This design comes from an exercise in tuning for small area and a short achievable clock period on the open sky130 flow, not from production work. The RTL was checked by simulation tests, not by an equivalence proof against the original design. Power is estimated from default activity; no workload was simulated.

Design alu_top, start of the top module:
module alu_top (
    input   CLK,rst,
    input   [3 : 0] ALU_FUNC,
    input   [15 : 0] A,
    input   [15 : 0] B,
    output  [31 : 0] Arith_OUT, Logic_OUT, CMP_OUT,Shift_OUT,
    output  Carry_OUT, Arith_Flag, Logic_Flag, CMP_Flag, Shift_Flag
);
==> flow/config.mk <==
export PLATFORM = sky130hd
export DESIGN_NAME = alu_top
export DESIGN_NICKNAME = alu_top
export VERILOG_FILES = /design/flow/design.v
export SDC_FILE = /design/flow/constraint.sdc
export NUM_CORES = 4
export LEC_CHECK = 0
export ABC_AREA = 1
export CAP_MARGIN = 20
export CORE_MARGIN = 2
export CORE_UTILIZATION = 40
export CTS_BUF_LIST = sky130_fd_sc_hd__clkbuf_4 sky130_fd_sc_hd__clkbuf_8
export SLEW_MARGIN = 20
export SYNTH_HIERARCHICAL = 1
export SYNTH_MINIMUM_KEEP_SIZE = 0
==> flow/constraint.sdc <==
create_clock -name core_clock -period 130.0 [get_ports {CLK}]
set_input_delay 26.0000 -clock core_clock [delete_from_list [all_inputs] [get_ports {CLK}]]
set_output_delay 26.0000 -clock core_clock [all_outputs]
set_load 0.01 [all_outputs]
standard.sh (not shown) runs the stock make flow with config.mk's settings and CLKGATE_MAP_FILE= SYNTH_SCRIPT=/design/flow/synth_recipe.tcl, a recipe that flattens the netlist after the stock synthesis.
==> flow/flow/run.sh <==
#!/bin/bash
# The standard layout, with the port buffers made of the smallest buffer
# cell (sky130_fd_sc_hd__buf_1) instead of the one buffer_ports picks itself.
set -euo pipefail
export BUFFER_PORTS_ARGS="-buffer_cell sky130_fd_sc_hd__buf_1"
bash standard.sh > standard.log 2>&1
Next try:
==> flow/flow/run.sh (replaced) <==
#!/bin/bash
# The standard layout, with the port buffers made of the smallest buffer
# cell (sky130_fd_sc_hd__buf_1), and timing repair asked to leave 92 ns of setup
# slack at the design's clock period, so that it sizes up the critical paths.
set -euo pipefail
export BUFFER_PORTS_ARGS="-buffer_cell sky130_fd_sc_hd__buf_1"
export SETUP_SLACK_MARGIN=92
bash standard.sh > standard.log 2>&1
- CTS_BUF_LIST: sky130_fd_sc_hd__clkbuf_4 sky130_fd_sc_hd__clkbuf_8 -> default
Design area goes up by 25%.
Register-to-register slack hardly moves.
Total power goes up by about 19%.
Sequential share of layout area goes down by 1.8 points.
Utilization goes up by 10 points.
Next try:
==> flow/flow/run.sh (replaced) <==
#!/bin/bash
# The standard layout with two changes:
# * synthesis maps the divider modules (Div_Unit, Div_Step_*) with flow/abc_div.script
#   and every other module with flow/abc_other.script (ORFS's area and speed ABC
#   scripts without their "buffer -c" step, whose buffers placement removes anyway).
#   Everything else in synthesis is the standard synthesis (synth_recipe.tcl).
# * the port buffers are the smallest buffer cell (sky130_fd_sc_hd__buf_1).
# * tie cells are not split per load (SKIP_REPAIR_TIE_FANOUT), so the constant
#   outputs share their tie cells.
set -euo pipefail
HERE=$(pwd)
DIV="$HERE/flow/abc_div.script"
OTHER="$HERE/flow/abc_other.script"
# ORFS's synth.tcl with its one abc call split in two
sed "s|^  log_cmd abc {\*}\$abc_args\$|  log_cmd abc {*}[lreplace \$abc_args 1 1 $DIV] Div_Unit Div_Step_*\n  log_cmd abc {*}[lreplace \$abc_args 1 1 $OTHER]|" \
    "$FLOW_HOME/scripts/synth.tcl" > "$HERE/synth_mixed.tcl"
grep -q "abc_div.script\] Div_Unit" "$HERE/synth_mixed.tcl"
# The standard flow's synthesis script, sourcing that synth.tcl
sed "s|source \$::env(SCRIPTS_DIR)/synth.tcl|source $HERE/synth_mixed.tcl|" synth_recipe.tcl > "$HERE/mixed_synth.tcl"
grep -q "source $HERE/synth_mixed.tcl" "$HERE/mixed_synth.tcl"
# The standard layout command, with that synthesis script
sed "s|SYNTH_SCRIPT=[^ ]*|SYNTH_SCRIPT=$HERE/mixed_synth.tcl|" standard.sh > "$HERE/mixed_standard.sh"
grep -q "SYNTH_SCRIPT=$HERE/mixed_synth.tcl" "$HERE/mixed_standard.sh"
export BUFFER_PORTS_ARGS="-buffer_cell sky130_fd_sc_hd__buf_1"
export SKIP_REPAIR_TIE_FANOUT=1
bash "$HERE/mixed_standard.sh" > standard.log 2>&1
==> flow/flow/abc_div.script (new file) <==
strash
dch
map -B 0.9
topo
stime -c
upsize -c
dnsize -c
==> flow/flow/abc_other.script (new file) <==
&get -n
&st
&dch
&nf
&st
&syn2
&if -g -K 6
&synch2
&nf
&st
&syn2
&if -g -K 6
&synch2
&nf
&st
&syn2
&if -g -K 6
&synch2
&nf
&st
&syn2
&if -g -K 6
&synch2
&nf
&st
&syn2
&if -g -K 6
&synch2
&nf
&put
topo
stime -c
upsize -c
dnsize -c
- ABC_AREA: 1 -> 0
- CTS_BUF_LIST: default -> sky130_fd_sc_hd__clkbuf_4 sky130_fd_sc_hd__clkbuf_8
Result: Clock skew is unchanged; design area shrinks by about 23%; worst setup slack degrades by 1300 ps; routed wire length shrinks by about 25%; area after synthesis shrinks by 9.1%; cell count shrinks by about 18%; power shrinks by 19%; register-to-register slack degrades by 150 ps; die area shrinks by 8.9%; synthesized cell count shrinks by about 16%.
Next try:
--- a/flow/flow/run.sh
+++ b/flow/flow/run.sh
@@ -6,6 +6,4 @@
 #   Everything else in synthesis is the standard synthesis (synth_recipe.tcl).
 # * the port buffers are the smallest buffer cell (sky130_fd_sc_hd__buf_1).
-# * tie cells are not split per load (SKIP_REPAIR_TIE_FANOUT), so the constant
-#   outputs share their tie cells.
 set -euo pipefail
 HERE=$(pwd)
@@ -23,4 +21,3 @@
 grep -q "SYNTH_SCRIPT=$HERE/mixed_synth.tcl" "$HERE/mixed_standard.sh"
 export BUFFER_PORTS_ARGS="-buffer_cell sky130_fd_sc_hd__buf_1"
-export SKIP_REPAIR_TIE_FANOUT=1
 bash "$HERE/mixed_standard.sh" > standard.log 2>&1
- CORE_UTILIZATION: 40 -> 65
- PLACE_DENSITY: default -> 0.75
Cell area barely changes.
Global-route usage grows by 14 points.
Maximum frequency drops by 0.73%.
Next try:
==> flow/flow/run.sh (replaced) <==
#!/bin/bash
# The standard layout with two changes:
# * synthesis maps the divider modules (Div_Unit, Div_Step_*) with ORFS's ABC area
#   script, which gives the faster divider here, and every other module with ORFS's
#   ABC speed script (ABC_AREA 0 in config.mk), which gives the smaller netlist there.
#   Everything else in synthesis is the standard synthesis (synth_recipe.tcl).
# * the port buffers are the smallest buffer cell (sky130_fd_sc_hd__buf_1).
set -euo pipefail
HERE=$(pwd)
# ORFS's synth.tcl with its one abc call split in two
sed 's|^  log_cmd abc {\*}\$abc_args$|  set abc_args_area [lreplace $abc_args 1 1 $::env(SCRIPTS_DIR)/abc_area.script]\n  log_cmd abc {*}$abc_args_area Div_Unit Div_Step_*\n  log_cmd abc {*}$abc_args|' \
    "$FLOW_HOME/scripts/synth.tcl" > "$HERE/synth_mixed.tcl"
grep -q 'abc_args_area Div_Unit' "$HERE/synth_mixed.tcl"
# The standard flow's synthesis script, sourcing that synth.tcl
sed "s|source \$::env(SCRIPTS_DIR)/synth.tcl|source $HERE/synth_mixed.tcl|" synth_recipe.tcl > "$HERE/mixed_synth.tcl"
grep -q "source $HERE/synth_mixed.tcl" "$HERE/mixed_synth.tcl"
# The standard layout command, with that synthesis script
sed "s|SYNTH_SCRIPT=[^ ]*|SYNTH_SCRIPT=$HERE/mixed_synth.tcl|" standard.sh > "$HERE/mixed_standard.sh"
grep -q "SYNTH_SCRIPT=$HERE/mixed_synth.tcl" "$HERE/mixed_standard.sh"
export BUFFER_PORTS_ARGS="-buffer_cell sky130_fd_sc_hd__buf_1"
bash "$HERE/mixed_standard.sh" > standard.log 2>&1
- CORE_UTILIZATION: 65 -> 40
- PLACE_DENSITY: 0.75 -> default
removed: flow/flow/abc_div.script
removed: flow/flow/abc_other.script
The changed run finished clean; power falls by 2.6%; sequential cell count does not change; first-iteration DRC count falls by 12%; design area rises by 1.4%; die area rises by 71%; synthesized area rises by 6.2%; global-route usage falls by 15 points; non-clock buffer count rises by 2; combinational power falls by about 2%; synthesized cell count rises by 5.1%; setup slack got worse by 1000 ps.

* * *

Starting RTL as in the previous note.
clock: 130.0 ns
lec_check: 0
abc_area: 1
cap_margin: 20
core_margin: 2
core_utilization: 40
slew_margin: 20
synth_hierarchical: 1
synth_minimum_keep_size: 0
==> flow/flow/run.sh <==
#!/bin/bash
# The standard layout, with the port buffers made of the smallest buffer
# cell (sky130_fd_sc_hd__buf_1), and timing repair asked to leave 88 ns of setup
# slack at the design's clock period, so that it sizes up the critical paths.
set -euo pipefail
export BUFFER_PORTS_ARGS="-buffer_cell sky130_fd_sc_hd__buf_1"
export SETUP_SLACK_MARGIN=88
bash standard.sh > standard.log 2>&1
The starting point completed with no timing, DRC or antenna violations.
Then changed:
==> flow/flow/run.sh (replaced) <==
#!/bin/bash
# The standard layout, with the port buffers made of the smallest buffer
# cell (sky130_fd_sc_hd__buf_1) instead of the one buffer_ports picks itself.
set -euo pipefail
export BUFFER_PORTS_ARGS="-buffer_cell sky130_fd_sc_hd__buf_1"
bash standard.sh > standard.log 2>&1
Result: Setup slack degrades by 1.9 ns; sequential cell count does not change; combinational power goes down by about 3%; worst hold slack hardly moves; final area goes down by 6.6%; synthesized cell count is unchanged; via count goes down by 3.4%; power goes down by 2.1%; sequential power stays flat; routed wire length goes down by about 4%.
Then changed:
==> flow/run.sh (new file) <==
#!/bin/bash
# synth_recipe.tcl (not shown) runs the flow's synth.tcl, then flattens the netlist and writes it again
# the make line also repeats each setting of config.mk as NAME=value (left out here)
make -C /OpenROAD-flow-scripts/flow DESIGN_CONFIG=/design/flow/config.mk WORK_HOME=/design/flow/orfs CLKGATE_MAP_FILE= SYNTH_SCRIPT=/design/flow/synth_recipe.tcl finish
removed: flow/flow/run.sh
removed: flow/standard.sh
=> Hold slack is about the same. Setup slack got worse by 0.66 ns. Via count grows by 3.0%. Core utilization went up by 1.6 points. Fmax falls by 1.5%. Non-clock buffer count shrinks by 5. Clock skew is unchanged.
Then changed:
==> flow/flow/run.sh (new file) <==
#!/bin/bash
# The standard layout with two changes:
# * synthesis maps the divider modules (Div_Unit, Div_Step_*) with flow/abc_div.script
#   and every other module with flow/abc_other.script (ORFS's area and speed ABC
#   scripts without their "buffer -c" step, whose buffers placement removes anyway).
#   Everything else in synthesis is the standard synthesis (synth_recipe.tcl).
# * the port buffers are the smallest buffer cell (sky130_fd_sc_hd__buf_1).
set -euo pipefail
HERE=$(pwd)
DIV="$HERE/flow/abc_div.script"
OTHER="$HERE/flow/abc_other.script"
# ORFS's synth.tcl with its one abc call split in two
sed "s|^  log_cmd abc {\*}\$abc_args\$|  log_cmd abc {*}[lreplace \$abc_args 1 1 $DIV] Div_Unit Div_Step_*\n  log_cmd abc {*}[lreplace \$abc_args 1 1 $OTHER]|" \
    "$FLOW_HOME/scripts/synth.tcl" > "$HERE/synth_mixed.tcl"
grep -q "abc_div.script\] Div_Unit" "$HERE/synth_mixed.tcl"
# The standard flow's synthesis script, sourcing that synth.tcl
sed "s|source \$::env(SCRIPTS_DIR)/synth.tcl|source $HERE/synth_mixed.tcl|" synth_recipe.tcl > "$HERE/mixed_synth.tcl"
grep -q "source $HERE/synth_mixed.tcl" "$HERE/mixed_synth.tcl"
# The standard layout command, with that synthesis script
sed "s|SYNTH_SCRIPT=[^ ]*|SYNTH_SCRIPT=$HERE/mixed_synth.tcl|" standard.sh > "$HERE/mixed_standard.sh"
grep -q "SYNTH_SCRIPT=$HERE/mixed_synth.tcl" "$HERE/mixed_standard.sh"
export BUFFER_PORTS_ARGS="-buffer_cell sky130_fd_sc_hd__buf_1"
bash "$HERE/mixed_standard.sh" > standard.log 2>&1
==> flow/flow/abc_div.script (new file) <==
strash
dch
map -B 0.9
topo
stime -c
upsize -c
dnsize -c
==> flow/flow/abc_other.script (new file) <==
&get -n
&st
&dch
&nf
&st
&syn2
&if -g -K 6
&synch2
&nf
&st
&syn2
&if -g -K 6
&synch2
&nf
&st
&syn2
&if -g -K 6
&synch2
&nf
&st
&syn2
&if -g -K 6
&synch2
&nf
&st
&syn2
&if -g -K 6
&synch2
&nf
&put
topo
stime -c
upsize -c
dnsize -c
==> flow/standard.sh (new file) <==
#!/bin/bash
# synth_recipe.tcl (not shown) runs the flow's synth.tcl, then flattens the netlist and writes it again
# the make line also repeats each setting of config.mk as NAME=value (left out here)
make -C /OpenROAD-flow-scripts/flow DESIGN_CONFIG=/design/flow/config.mk WORK_HOME=/design/flow/orfs CLKGATE_MAP_FILE= SYNTH_SCRIPT=/design/flow/synth_recipe.tcl "${@:-finish}"
ABC_AREA = 0   (was 1)
CTS_BUF_LIST = sky130_fd_sc_hd__clkbuf_4 sky130_fd_sc_hd__clkbuf_8   (was not set)
removed: flow/run.sh
After rerunning: The changed run finished with timing, DRC and antenna clean. Die area drops by 8.9%. Sequential power climbs by about 3%. Setup slack improves by 1.4 ns. Area after synthesis drops by 9.1%. Routed wire length drops by 11%. Critical path depth drops by 3. Cell area drops by 7.1%. Maximum frequency climbs by 3.4%. Count of clock-buffer cells in the layout drops by 1.

re-timing with driven ports:
Ports are ideal in the flow. The routed layouts listed here were re-timed in OpenROAD. Step 1: set_driving_cell puts a clkbuf_16 on CLK and a buf_2 on each other input, an assumption about the parent block. Step 2 adds t to the input delays and takes it off the output delays; t is the mean of the earliest and latest rising clock arrival at the registers after step 1. Input paths then give back, and output paths get back, about the clock's delay inside the block. Slacks: no drivers / after step 1 / after step 2; pairs: no drivers / after step 1.
run | shift t [ns] | setup slack, ns | hold WS [ns] | worst setup path after step 2 | latest minus earliest clock arrival (ns)
the first run of note 1 | 0.408 | 87.246 / 87.267 / 86.859 | 0.481 / 0.481 / 0.481 | input to register | 0.024 / 0.024
the second run of note 1 | 0.390 | 89.561 / 89.581 / 89.191 | 0.479 / 0.479 / 0.479 | input to register | 0.014 / 0.015
the third run of note 1 | 0.409 | 88.217 / 88.234 / 87.825 | 0.502 / 0.502 / 0.502 | input to register | 0.014 / 0.015
the fourth run of note 1 | 0.415 | 87.911 / 87.925 / 87.509 | 0.511 / 0.511 / 0.511 | input to register | 0.022 / 0.021
the fifth run of note 1 | 0.409 | 86.913 / 86.932 / 86.523 | 0.512 / 0.512 / 0.512 | input to register | 0.022 / 0.022
the first run of note 2 | 0.390 | 89.098 / 89.124 / 88.734 | 0.476 / 0.476 / 0.476 | input to register | 0.019 / 0.018
the second run of note 2 | 0.390 | 87.227 / 87.254 / 86.864 | 0.476 / 0.476 / 0.476 | input to register | 0.018 / 0.018
the third run of note 2 | 0.391 | 86.571 / 86.597 / 86.206 | 0.475 / 0.475 / 0.475 | input to register | 0.018 / 0.018
the fourth run of note 2 | 0.426 | 87.981 / 87.994 / 87.568 | 0.512 / 0.512 / 0.512 | input to register | 0.020 / 0.020
After both steps every run listed still meets setup and hold. The setup slack of the fourth run of note 2, which loses most, moves by +0.013 ns with the drivers and by -0.413 ns with both steps.
